What follows belongs to an exercise in optimizing a design on an open flow for small area and a short achievable clock period; a production flow would make more cautious choices.
The RTL was checked by simulation tests, not by an equivalence proof against the original design.
No activity file was given, so power comes from the tool's default toggle rates.

== oak ==
## folding_2
module folding_2(Xn,Yn,a,b,clk,switch,rst);
input [15:0] Xn,a,b;
input clk,switch,rst;
output reg [15:0] Yn;
reg ph;                   
reg phn;                  
reg rq;                   
reg [7:0] bone, btwo, bneg;    
reg [15:0] yo;            
reg [15:0] h2, h3;        
reg [15:0] h4;            
reg [15:0] as_, ac;       
wire sh = phn | rq;       
genvar gk, gi;
wire [255:0] bpn;         
wire [15:0] cn = rst ? 16'd0 : (switch ? b : a);    
wire [16:0] ce = {cn, 1'b0};
wire [7:0] eone, etwo, eneg;
generate for (gk = 0; gk < 8; gk = gk + 1) begin : g_bo
  assign eone[gk] = ce[2*gk+1] ^ ce[2*gk];
  assign etwo[gk] = (ce[2*gk+2] & ~ce[2*gk+1] & ~ce[2*gk]) | (~ce[2*gk+2] & ce[2*gk+1] & ce[2*gk]);
  assign eneg[gk] = ce[2*gk+2];
  bpp0 q0 (yo[0], bone[gk], bneg[gk], bpn[gk*16]);
  for (gi = 1; gi < 16 - 2*gk; gi = gi + 1) begin : g_bpi
    bpp q (yo[gi], yo[gi-1], bone[gk], btwo[gk], bneg[gk], bpn[gk*16 + gi]);
  end
  ...
Size: ~67 I/O pins, about 9300 um^2 of cells after synthesis.
Settings: LEC_CHECK=0, ABC_AREA=1, ABC_CLOCK_PERIOD_IN_PS=3000, CAP_MARGIN=20, CORE_MARGIN=2, CORE_UTILIZATION=40, SETUP_SLACK_MARGIN=5, SLEW_MARGIN=20, SYNTH_HIERARCHICAL=1, SYNTH_MINIMUM_KEEP_SIZE=0; clock period 8.0 ns.
standard.sh (not shown) runs the stock make flow with config.mk's settings and CLKGATE_MAP_FILE= SYNTH_SCRIPT=/design/flow/synth_recipe.tcl, a recipe that flattens the netlist after the stock synthesis.
==> flow/flow/run.sh <==
#!/bin/bash
# Own flow: the standard ORFS flow (standard.sh) with two changes:
#  - ports are buffered with sky130_fd_sc_hd__buf_1 (the resizer upsizes them where timing needs it)
#  - CTS uses clkbuf_4/clkbuf_8 and inserts no dummy loads
# Every tool's output goes to standard.log in the work folder (ORFS also keeps its own logs in orfs/logs).
set -euo pipefail
export BUFFER_PORTS_ARGS="-buffer_cell sky130_fd_sc_hd__buf_1"
export CTS_ARGS="-sink_clustering_enable -repair_clock_nets -dont_use_dummy_load -buf_list {sky130_fd_sc_hd__clkbuf_4 sky130_fd_sc_hd__clkbuf_8}"
bash standard.sh > standard.log 2>&1
#### Input delta (pine over oak)
- ABC_AREA no longer set, was 1
- CTS_BUF_LIST now sky130_fd_sc_hd__clkbuf_4 sky130_fd_sc_hd__clkbuf_8, previously not set
==> flow/flow/run.sh <==
#!/bin/bash
# Own flow: the standard ORFS flow (standard.sh), with these changes:
#  - ports are buffered with sky130_fd_sc_hd__buf_1 (the resizer upsizes them where timing needs it)
#  - CTS uses clkbuf_4/clkbuf_8, no sink clustering, and inserts no dummy loads
# Each step's output goes to its own log in the work folder (ORFS also keeps its logs in orfs/logs).
set -euo pipefail
export BUFFER_PORTS_ARGS="-buffer_cell sky130_fd_sc_hd__buf_1"
export CTS_ARGS="-repair_clock_nets -dont_use_dummy_load -buf_list {sky130_fd_sc_hd__clkbuf_4 sky130_fd_sc_hd__clkbuf_8}"
net="$PWD/orfs/results/sky130hd/folding_2/base/1_2_yosys.v"
bash standard.sh "$net" > synth.log 2>&1
n=$(grep -c 'sky130_fd_sc_hd__a22oi_2 ' "$net" || true)
sed -i 's/sky130_fd_sc_hd__a22oi_2 /sky130_fd_sc_hd__a22oi_1 /' "$net"
echo "swapped $n a22oi_2 for a22oi_1" > swap.log
bash standard.sh > standard.log 2>&1
Notes after the runs:
- pine: no failed stages, no open violations at the end
- | number of buffers outside the clock class in the layout | lower: oak |
- | amount of wire on met2 after detailed routing | pine vs oak | about 22% lower |
- Relative to oak, worst hold slack has increased by 0.017 ns in pine.
- Looking only at final cell count, and setting everything else aside, the higher value of oak and pine goes to oak.
- The area after synthesis of pine is lower than that of oak.
- Between oak and pine, synthesized area per cell is lower for oak, pine comes in above that.
- Compared to oak, pine was floorplanned on a smaller die.
- Multi-input combinational area share: pine > oak
- Buffering stage count on the worst path with inverters included (higher): oak
- Per the comparison of pine with oak, worst IR drop on VDD +0.055 mV; portion of total power attributed to the clock network shrank by 0.5 points.

========
v55:
Starting RTL as in the previous note.
==> flow/design.v (excerpt) <==
module folding_2(Xn,Yn,a,b,clk,switch,rst);
input [15:0] Xn,a,b;
input clk,switch,rst;
output reg [15:0] Yn;
reg ph;                   
reg phn;                  
reg rq;                   
reg [7:0] bone, btwo, bneg;    
reg [15:0] yo;            
reg [15:0] h2, h3;        
reg [15:0] h4;            
reg [15:0] as_, ac;       
wire sh = phn | rq;       
genvar gk, gi;
wire [255:0] bpn;         
wire [15:0] cn = rst ? 16'd0 : (switch ? b : a);    
wire [16:0] ce = {cn, 1'b0};
wire [7:0] eone, etwo, eneg;
generate for (gk = 0; gk < 8; gk = gk + 1) begin : g_bo
  assign eone[gk] = ce[2*gk+1] ^ ce[2*gk];
  assign etwo[gk] = (ce[2*gk+2] & ~ce[2*gk+1] & ~ce[2*gk]) | (~ce[2*gk+2] & ce[2*gk+1] & ce[2*gk]);
  assign eneg[gk] = ce[2*gk+2];
  bpp0 q0 (yo[0], bone[gk], bneg[gk], bpn[gk*16]);
  for (gi = 1; gi < 16 - 2*gk; gi = gi + 1) begin : g_bpi
    bpp q (yo[gi], yo[gi-1], bone[gk], btwo[gk], bneg[gk], bpn[gk*16 + gi]);
  end
end endgenerate
wire [15:0] asg = as_ & {16{ph}};       
wire [15:0] acg = ac & {16{ph}};
wire [15:0] tsn, tcn, ysum;    
wire s1, k2;
wire s3, k4;
wire s5, k6;
wire s7, k8;
wire s9, k10;
wire s11, k12;
wire s13, k14;
wire s15, k16;
wire s17, k18;
wire s19, k20;
wire s21, k22;
wire s23, k24;
wire s25, k26;
wire s27, k28;
wire s29, k30;
wire s31, k32;
wire s33, k34;
wire s35, k36;
wire s37, k38;
wire s39, k40;
wire s41, k42;
wire s43, k44;
wire s45, k46;
wire s47, k48;
wire s49, k50;
wire s51, k52;
wire s53, k54;
wire s55, k56;
wire s57, k58;
wire s59, k60;
wire s61, k62;
wire s63, k64;
wire s65, k66;
wire s67, k68;
wire s69, k70;
wire s71, k72;
wire s73, k74;
wire s75, k76;
wire s77, k78;
wire s79, k80;
wire s81, k82;
wire s83, k84;
wire s85, k86;
wire s87, k88;
wire s89, k90;
wire s91, k92;
wire s93, k94;
wire s95, k96;
wire s97, k98;
wire s99, k100;
wire s101, k102;
wire s103, k104;
wire s105, k106;
wire s107, k108;
wire s109, k110;
wire s111, k112;
wire s113, k114;
wire s115, k116;
wire s117, k118;
wire s119, k120;
  ...
Settings: LEC_CHECK=0, ABC_CLOCK_PERIOD_IN_PS=3000, CAP_MARGIN=20, CORE_MARGIN=2, CORE_UTILIZATION=40, SETUP_SLACK_MARGIN=5, SLEW_MARGIN=20, SYNTH_HIERARCHICAL=1, SYNTH_MINIMUM_KEEP_SIZE=0, TNS_END_PERCENT=0; clock period 8.0 ns.
==> flow/flow/run.sh <==
#!/bin/bash
# Own flow: the standard ORFS flow (standard.sh) with two changes:
#  - ports are buffered with sky130_fd_sc_hd__buf_1 (the resizer upsizes them where timing needs it)
#  - CTS uses clkbuf_4/clkbuf_8 and inserts no dummy loads
# Every tool's output goes to standard.log in the work folder (ORFS also keeps its own logs in orfs/logs).
set -euo pipefail
export BUFFER_PORTS_ARGS="-buffer_cell sky130_fd_sc_hd__buf_1"
export CTS_ARGS="-sink_clustering_enable -repair_clock_nets -dont_use_dummy_load -buf_list {sky130_fd_sc_hd__clkbuf_4 sky130_fd_sc_hd__clkbuf_8}"
bash standard.sh > standard.log 2>&1
The inputs of v16 differ from those of v55 as listed below.
Settings: putting PLACE_DENSITY at 0.75 where nothing was set; clearing TNS_END_PERCENT, which used to be 0; swapping 40 for 55 in CORE_UTILIZATION.
==> flow/flow/run.sh <==
#!/bin/bash
# Own flow: the standard ORFS flow (standard.sh), with these changes:
#  - ports are buffered with sky130_fd_sc_hd__buf_1 (the resizer upsizes them where timing needs it)
#  - CTS uses clkbuf_4/clkbuf_8 and inserts no dummy loads
# Each step's output goes to its own log in the work folder (ORFS also keeps its logs in orfs/logs).
set -euo pipefail
export BUFFER_PORTS_ARGS="-buffer_cell sky130_fd_sc_hd__buf_1"
export CTS_ARGS="-sink_clustering_enable -repair_clock_nets -dont_use_dummy_load -buf_list {sky130_fd_sc_hd__clkbuf_4 sky130_fd_sc_hd__clkbuf_8}"
net="$PWD/orfs/results/sky130hd/folding_2/base/1_2_yosys.v"
bash standard.sh "$net" > synth.log 2>&1
n=$(grep -c 'sky130_fd_sc_hd__a22oi_2 ' "$net" || true)
sed -i 's/sky130_fd_sc_hd__a22oi_2 /sky130_fd_sc_hd__a22oi_1 /' "$net"
echo "swapped $n a22oi_2 for a22oi_1" > swap.log
bash standard.sh > standard.log 2>&1
### Flow results
Changes observed in v16 relative to v55: count of routing violations after the opening detailed-route iteration rose by 26, critical path data arrival time went up, length of routed wiring on met1 has decreased, core utilization up 16 points, fraction of standard cell area that is sequential rose 1.8 points.
Overall power after layout: v16 and v55 compared, lower one is v55
The final layout from v16, which completed every stage, passed the timing, DRC and antenna checks at the end of the flow.
Here is what was changed in the inputs of v7 compared with v16.
Settings: CTS_BUF_LIST: unset -> sky130_fd_sc_hd__clkbuf_4 sky130_fd_sc_hd__clkbuf_8; CORE_UTILIZATION: 55 -> 40; PLACE_DENSITY: 0.75 -> unset.
==> flow/flow/run.sh <==
#!/bin/bash
# Own flow: the standard ORFS flow (standard.sh) with two changes:
#  - ports are buffered with sky130_fd_sc_hd__buf_1 (the resizer upsizes them where timing needs it)
#  - CTS uses clkbuf_4/clkbuf_8 and inserts no dummy loads
# Every tool's output goes to standard.log in the work folder (ORFS also keeps its own logs in orfs/logs).
set -euo pipefail
export BUFFER_PORTS_ARGS="-buffer_cell sky130_fd_sc_hd__buf_1"
export CTS_ARGS="-sink_clustering_enable -repair_clock_nets -dont_use_dummy_load -buf_list {sky130_fd_sc_hd__clkbuf_4 sky130_fd_sc_hd__clkbuf_8}"
bash standard.sh > standard.log 2>&1
Results
- Taking v16 as the reference, in v7 total number of placement rows went up 9, total power went down about 0.8%, final period demand of the worst path went down 0.024 ns, via count of the routed design went down 97.
- Of the two values seen for critical-path cell with the highest stage delay, fa_1 was produced by v16 and dfxtp_2 by v7.
- Summary of v7 over v16: ratio of final minimum period to clock period now smaller; share of power burned in combinational logic now smaller; height of the chip now larger.
The following lists how v12 was set up differently from v7:
Settings: PLACE_DENSITY: unset -> 0.75; CTS_BUF_LIST: sky130_fd_sc_hd__clkbuf_4 sky130_fd_sc_hd__clkbuf_8 -> unset.
==> flow/flow/run.sh <==
#!/bin/bash
# Own flow: the standard ORFS flow (standard.sh), with these changes:
#  - ports are buffered with sky130_fd_sc_hd__buf_1 (the resizer upsizes them where timing needs it)
#  - CTS uses clkbuf_4/clkbuf_8 and inserts no dummy loads
# Each step's output goes to its own log in the work folder (ORFS also keeps its logs in orfs/logs).
set -euo pipefail
export BUFFER_PORTS_ARGS="-buffer_cell sky130_fd_sc_hd__buf_1"
export CTS_ARGS="-sink_clustering_enable -repair_clock_nets -dont_use_dummy_load -buf_list {sky130_fd_sc_hd__clkbuf_4 sky130_fd_sc_hd__clkbuf_8}"
net="$PWD/orfs/results/sky130hd/folding_2/base/1_2_yosys.v"
bash standard.sh "$net" > synth.log 2>&1
n=$(grep -c 'sky130_fd_sc_hd__a22oi_2 ' "$net" || true)
sed -i 's/sky130_fd_sc_hd__a22oi_2 /sky130_fd_sc_hd__a22oi_1 /' "$net"
echo "swapped $n a22oi_2 for a22oi_1" > swap.log
bash standard.sh > standard.log 2>&1
Notes after the runs:
v7 → v12: final hold slack down 0.011 ns, placement-stage worst setup slack up 0.076 ns. v12 gives less global-route usage than v7 did. v12 finished every step from synthesis to the final layout, and the layout passed the timing, DRC and antenna checks. From v7 to v12, layout sequential cell count did not move at all.
Relative to v12, the following input files were edited for v19:
Settings: removing PLACE_DENSITY (formerly 0.75); changing SETUP_SLACK_MARGIN from 5 to 4.8.
## What came out
- From v12 to v19 the numbers moved as follows: number of global-route vias before repair has increased; area of all placed cells without fillers now sits lower; post-place setup slack fell 0.070 ns; ratio of routed vias to standard cells decreased about 0.8%.

========
Another version of the RTL of folding_2 (not shown whole).
Size: ~640 cells after synthesis, ~67 I/O pins.
==> flow/config.mk <==
export PLATFORM = sky130hd
export DESIGN_NAME = folding_2
export DESIGN_NICKNAME = folding_2
export VERILOG_FILES = /design/flow/design.v
export SDC_FILE = /design/flow/constraint.sdc
export NUM_CORES = 4
export LEC_CHECK = 0
export ABC_CLOCK_PERIOD_IN_PS = 3000
export CAP_MARGIN = 20
export CORE_MARGIN = 2
export CORE_UTILIZATION = 40
export SLEW_MARGIN = 20
export SYNTH_HIERARCHICAL = 1
export SYNTH_MINIMUM_KEEP_SIZE = 0
==> flow/constraint.sdc <==
create_clock -name core_clock -period 8.0 [get_ports {clk}]
set_input_delay 1.6000 -clock core_clock [delete_from_list [all_inputs] [get_ports {clk}]]
set_output_delay 1.6000 -clock core_clock [all_outputs]
set_load 0.01 [all_outputs]
==> flow/flow/run.sh <==
#!/bin/bash
# Own flow: the standard ORFS flow (standard.sh), with these changes:
#  - ports are buffered with sky130_fd_sc_hd__buf_1 (the resizer upsizes them where timing needs it)
#  - timing repair aims at 5.2 ns of setup slack
#  - CTS uses clkbuf_8/clkbuf_16 and inserts no dummy loads
# Each step's output goes to its own log in the work folder (ORFS also keeps its logs in orfs/logs).
set -euo pipefail
export BUFFER_PORTS_ARGS="-buffer_cell sky130_fd_sc_hd__buf_1"
export SETUP_SLACK_MARGIN=5.2
export CTS_ARGS="-sink_clustering_enable -repair_clock_nets -dont_use_dummy_load -buf_list {sky130_fd_sc_hd__clkbuf_8 sky130_fd_sc_hd__clkbuf_16}"
net="$PWD/orfs/results/sky130hd/folding_2/base/1_2_yosys.v"
bash standard.sh "$net" > synth.log 2>&1
n=$(grep -c 'sky130_fd_sc_hd__a22oi_2 ' "$net" || true)
sed -i 's/sky130_fd_sc_hd__a22oi_2 /sky130_fd_sc_hd__a22oi_1 /' "$net"
echo "swapped $n a22oi_2 for a22oi_1" > swap.log
bash standard.sh > standard.log 2>&1
Then changed:
==> flow/flow/run.sh (replaced) <==
#!/bin/bash
# Own flow: the standard ORFS flow (standard.sh), with these changes:
#  - ports are buffered with sky130_fd_sc_hd__buf_1 (the resizer upsizes them where timing needs it)
#  - timing repair aims at 5.3 ns of setup slack
#  - CTS uses clkbuf_4/clkbuf_8 and inserts no dummy loads
# Each step's output goes to its own log in the work folder (ORFS also keeps its logs in orfs/logs).
set -euo pipefail
export BUFFER_PORTS_ARGS="-buffer_cell sky130_fd_sc_hd__buf_1"
export SETUP_SLACK_MARGIN=5.3
export CTS_ARGS="-sink_clustering_enable -repair_clock_nets -dont_use_dummy_load -buf_list {sky130_fd_sc_hd__clkbuf_4 sky130_fd_sc_hd__clkbuf_8}"
net="$PWD/orfs/results/sky130hd/folding_2/base/1_2_yosys.v"
bash standard.sh "$net" > synth.log 2>&1
n=$(grep -c 'sky130_fd_sc_hd__a22oi_2 ' "$net" || true)
sed -i 's/sky130_fd_sc_hd__a22oi_2 /sky130_fd_sc_hd__a22oi_1 /' "$net"
echo "swapped $n a22oi_2 for a22oi_1" > swap.log
bash standard.sh > standard.log 2>&1
Effect: Worst setup slack gets better by 0.032 ns. Global-route usage climbs by 0.50 points. Maximum frequency climbs slightly. Die area is unchanged. Synthesized cell count does not change. Area after synthesis stays the same. Sequential power stays flat. Core utilization climbs by 0.63 points. Non-clock buffer count climbs by 29. Flip-flop and latch count is unchanged.
Then changed:
--- a/flow/flow/run.sh
+++ b/flow/flow/run.sh
@@ -3,3 +3,3 @@
 #  - ports are buffered with sky130_fd_sc_hd__buf_1 (the resizer upsizes them where timing needs it)
-#  - timing repair aims at 5.3 ns of setup slack
+#  - timing repair aims at 5.2 ns of setup slack
 #  - CTS uses clkbuf_4/clkbuf_8 and inserts no dummy loads
@@ -8,3 +8,3 @@
 export BUFFER_PORTS_ARGS="-buffer_cell sky130_fd_sc_hd__buf_1"
-export SETUP_SLACK_MARGIN=5.3
+export SETUP_SLACK_MARGIN=5.2
 export CTS_ARGS="-sink_clustering_enable -repair_clock_nets -dont_use_dummy_load -buf_list {sky130_fd_sc_hd__clkbuf_4 sky130_fd_sc_hd__clkbuf_8}"
Global-route usage drops by 0.74 points.
Final cell count is lower by 2.6%.
Total power drops by 3.7%.
Die area is unchanged.
Synthesized area does not change.
Worst setup slack degrades by 0.034 ns.
Then changed:
--- a/flow/flow/run.sh
+++ b/flow/flow/run.sh
@@ -3,3 +3,3 @@
 #  - ports are buffered with sky130_fd_sc_hd__buf_1 (the resizer upsizes them where timing needs it)
-#  - timing repair aims at 5.2 ns of setup slack
+#  - timing repair aims at 5.25 ns of setup slack
 #  - CTS uses clkbuf_4/clkbuf_8 and inserts no dummy loads
@@ -8,3 +8,3 @@
 export BUFFER_PORTS_ARGS="-buffer_cell sky130_fd_sc_hd__buf_1"
-export SETUP_SLACK_MARGIN=5.2
+export SETUP_SLACK_MARGIN=5.25
 export CTS_ARGS="-sink_clustering_enable -repair_clock_nets -dont_use_dummy_load -buf_list {sky130_fd_sc_hd__clkbuf_4 sky130_fd_sc_hd__clkbuf_8}"
=>
- synthesized cell count is unchanged
- die area is unchanged
- routed wire length rises by 1.9%
- maximum frequency came out higher by 0.39%
- power rose by 2.8%
- via count grows by 1.2%
- combinational power grows by about 6%
- critical path depth does not change
Then changed:
--- a/flow/flow/run.sh
+++ b/flow/flow/run.sh
@@ -3,3 +3,2 @@
 #  - ports are buffered with sky130_fd_sc_hd__buf_1 (the resizer upsizes them where timing needs it)
-#  - timing repair aims at 5.25 ns of setup slack
 #  - CTS uses clkbuf_4/clkbuf_8 and inserts no dummy loads
@@ -8,3 +7,2 @@
 export BUFFER_PORTS_ARGS="-buffer_cell sky130_fd_sc_hd__buf_1"
-export SETUP_SLACK_MARGIN=5.25
 export CTS_ARGS="-sink_clustering_enable -repair_clock_nets -dont_use_dummy_load -buf_list {sky130_fd_sc_hd__clkbuf_4 sky130_fd_sc_hd__clkbuf_8}"
--- a/flow/config.mk
+++ b/flow/config.mk
@@ -11,2 +11,4 @@
 export CORE_UTILIZATION = 40
+export CTS_BUF_LIST = sky130_fd_sc_hd__clkbuf_4 sky130_fd_sc_hd__clkbuf_8
+export SETUP_SLACK_MARGIN = 5
 export SLEW_MARGIN = 20
Clock skew climbs by 0.0074 ns.
Total power drops by 6.3%.
Sequential share of layout area climbs by 1.9 points.
Setup slack got worse by 0.18 ns.
Final area drops by 6.7%.
Die area is unchanged.
Hold slack got worse by 0.016 ns.
Count of clock-buffer cells in the layout is unchanged.
Global-route usage drops by 0.99 points.
Then changed:
--- a/flow/flow/run.sh
+++ b/flow/flow/run.sh
@@ -3,2 +3,3 @@
 #  - ports are buffered with sky130_fd_sc_hd__buf_1 (the resizer upsizes them where timing needs it)
+#  - timing repair aims at 5.4 ns of setup slack
 #  - CTS uses clkbuf_4/clkbuf_8 and inserts no dummy loads
@@ -7,2 +8,3 @@
 export BUFFER_PORTS_ARGS="-buffer_cell sky130_fd_sc_hd__buf_1"
+export SETUP_SLACK_MARGIN=5.4
 export CTS_ARGS="-sink_clustering_enable -repair_clock_nets -dont_use_dummy_load -buf_list {sky130_fd_sc_hd__clkbuf_4 sky130_fd_sc_hd__clkbuf_8}"
--- a/flow/config.mk
+++ b/flow/config.mk
@@ -11,4 +11,2 @@
 export CORE_UTILIZATION = 40
-export CTS_BUF_LIST = sky130_fd_sc_hd__clkbuf_4 sky130_fd_sc_hd__clkbuf_8
-export SETUP_SLACK_MARGIN = 5
 export SLEW_MARGIN = 20
=> Global-route usage is higher by 1.5 points; routed wire length is higher by 9.0%; fmax is higher by about 7%; via count is higher by about 6%; total power is higher by about 11%; clock-buffer cell count is unchanged; critical path depth stays the same; worst setup slack improved by 0.19 ns.

what the ideal ports hide:
In the flow no input, the clock included, has a driving cell. The finished layouts below were timed again as built, in two steps. Step 1 (the two cells are an assumption about what drives the block):
set clk [get_ports {clk}]
set_driving_cell -lib_cell sky130_fd_sc_hd__clkbuf_16 $clk
set_driving_cell -lib_cell sky130_fd_sc_hd__buf_2 [delete_from_list [all_inputs] $clk]
Step 2 moves the port delays by t, midway between the first and last clock arrival at a register: inputs arrive t later, outputs are due t later. That takes back most of the time a late clock gives input paths. a / b / c = ideal ports / drivers / drivers and shift; a / b = the first two.
run | t, ns | slack for setup (ns) | worst hold slack (ns) | latest minus earliest clock arrival (ns) | worst data-port slew with drivers (ns)
oak | 0.476 | 5.095 / 5.095 / 4.896 | 0.428 / 0.428 / 0.428 | 0.037 / 0.037 | 0.03
pine | 0.463 | 5.100 / 5.100 / 4.821 | 0.445 / 0.445 / 0.445 | 0.032 / 0.031 | 0.03
v55 | 0.466 | 5.091 / 5.091 / 4.873 | 0.451 / 0.451 / 0.451 | 0.030 / 0.029 | 0.03
v16 | 0.488 | 5.067 / 5.067 / 4.854 | 0.447 / 0.447 / 0.447 | 0.025 / 0.025 | 0.03
v7 | 0.466 | 5.091 / 5.091 / 4.873 | 0.451 / 0.451 / 0.451 | 0.030 / 0.029 | 0.03
v12 | 0.480 | 5.051 / 5.051 / 4.874 | 0.440 / 0.440 / 0.440 | 0.014 / 0.014 | 0.04
v19 | 0.485 | 4.920 / 4.920 / 4.829 | 0.446 / 0.446 / 0.446 | 0.041 / 0.040 | 0.03
the first run of note 3 | 0.458 | 5.252 / 5.252 / 4.906 | 0.443 / 0.443 / 0.443 | 0.023 / 0.023 | 0.03
the second run of note 3 | 0.485 | 5.284 / 5.284 / 4.946 | 0.438 / 0.438 / 0.438 | 0.030 / 0.029 | 0.03
the third run of note 3 | 0.472 | 5.250 / 5.250 / 4.853 | 0.427 / 0.427 / 0.427 | 0.031 / 0.031 | 0.03
the fourth run of note 3 | 0.469 | 5.261 / 5.261 / 4.944 | 0.449 / 0.449 / 0.449 | 0.019 / 0.020 | 0.03
the fifth run of note 3 | 0.469 | 5.084 / 5.084 / 4.875 | 0.433 / 0.433 / 0.433 | 0.027 / 0.027 | 0.03
the sixth run of note 3 | 0.472 | 5.276 / 5.276 / 5.039 | 0.451 / 0.451 / 0.451 | 0.026 / 0.026 | 0.03
After both steps setup and hold are still met in every run listed. For the third run of note 3, which loses most, drivers alone change the setup slack by 0.000 ns; drivers and shift together by -0.397 ns.
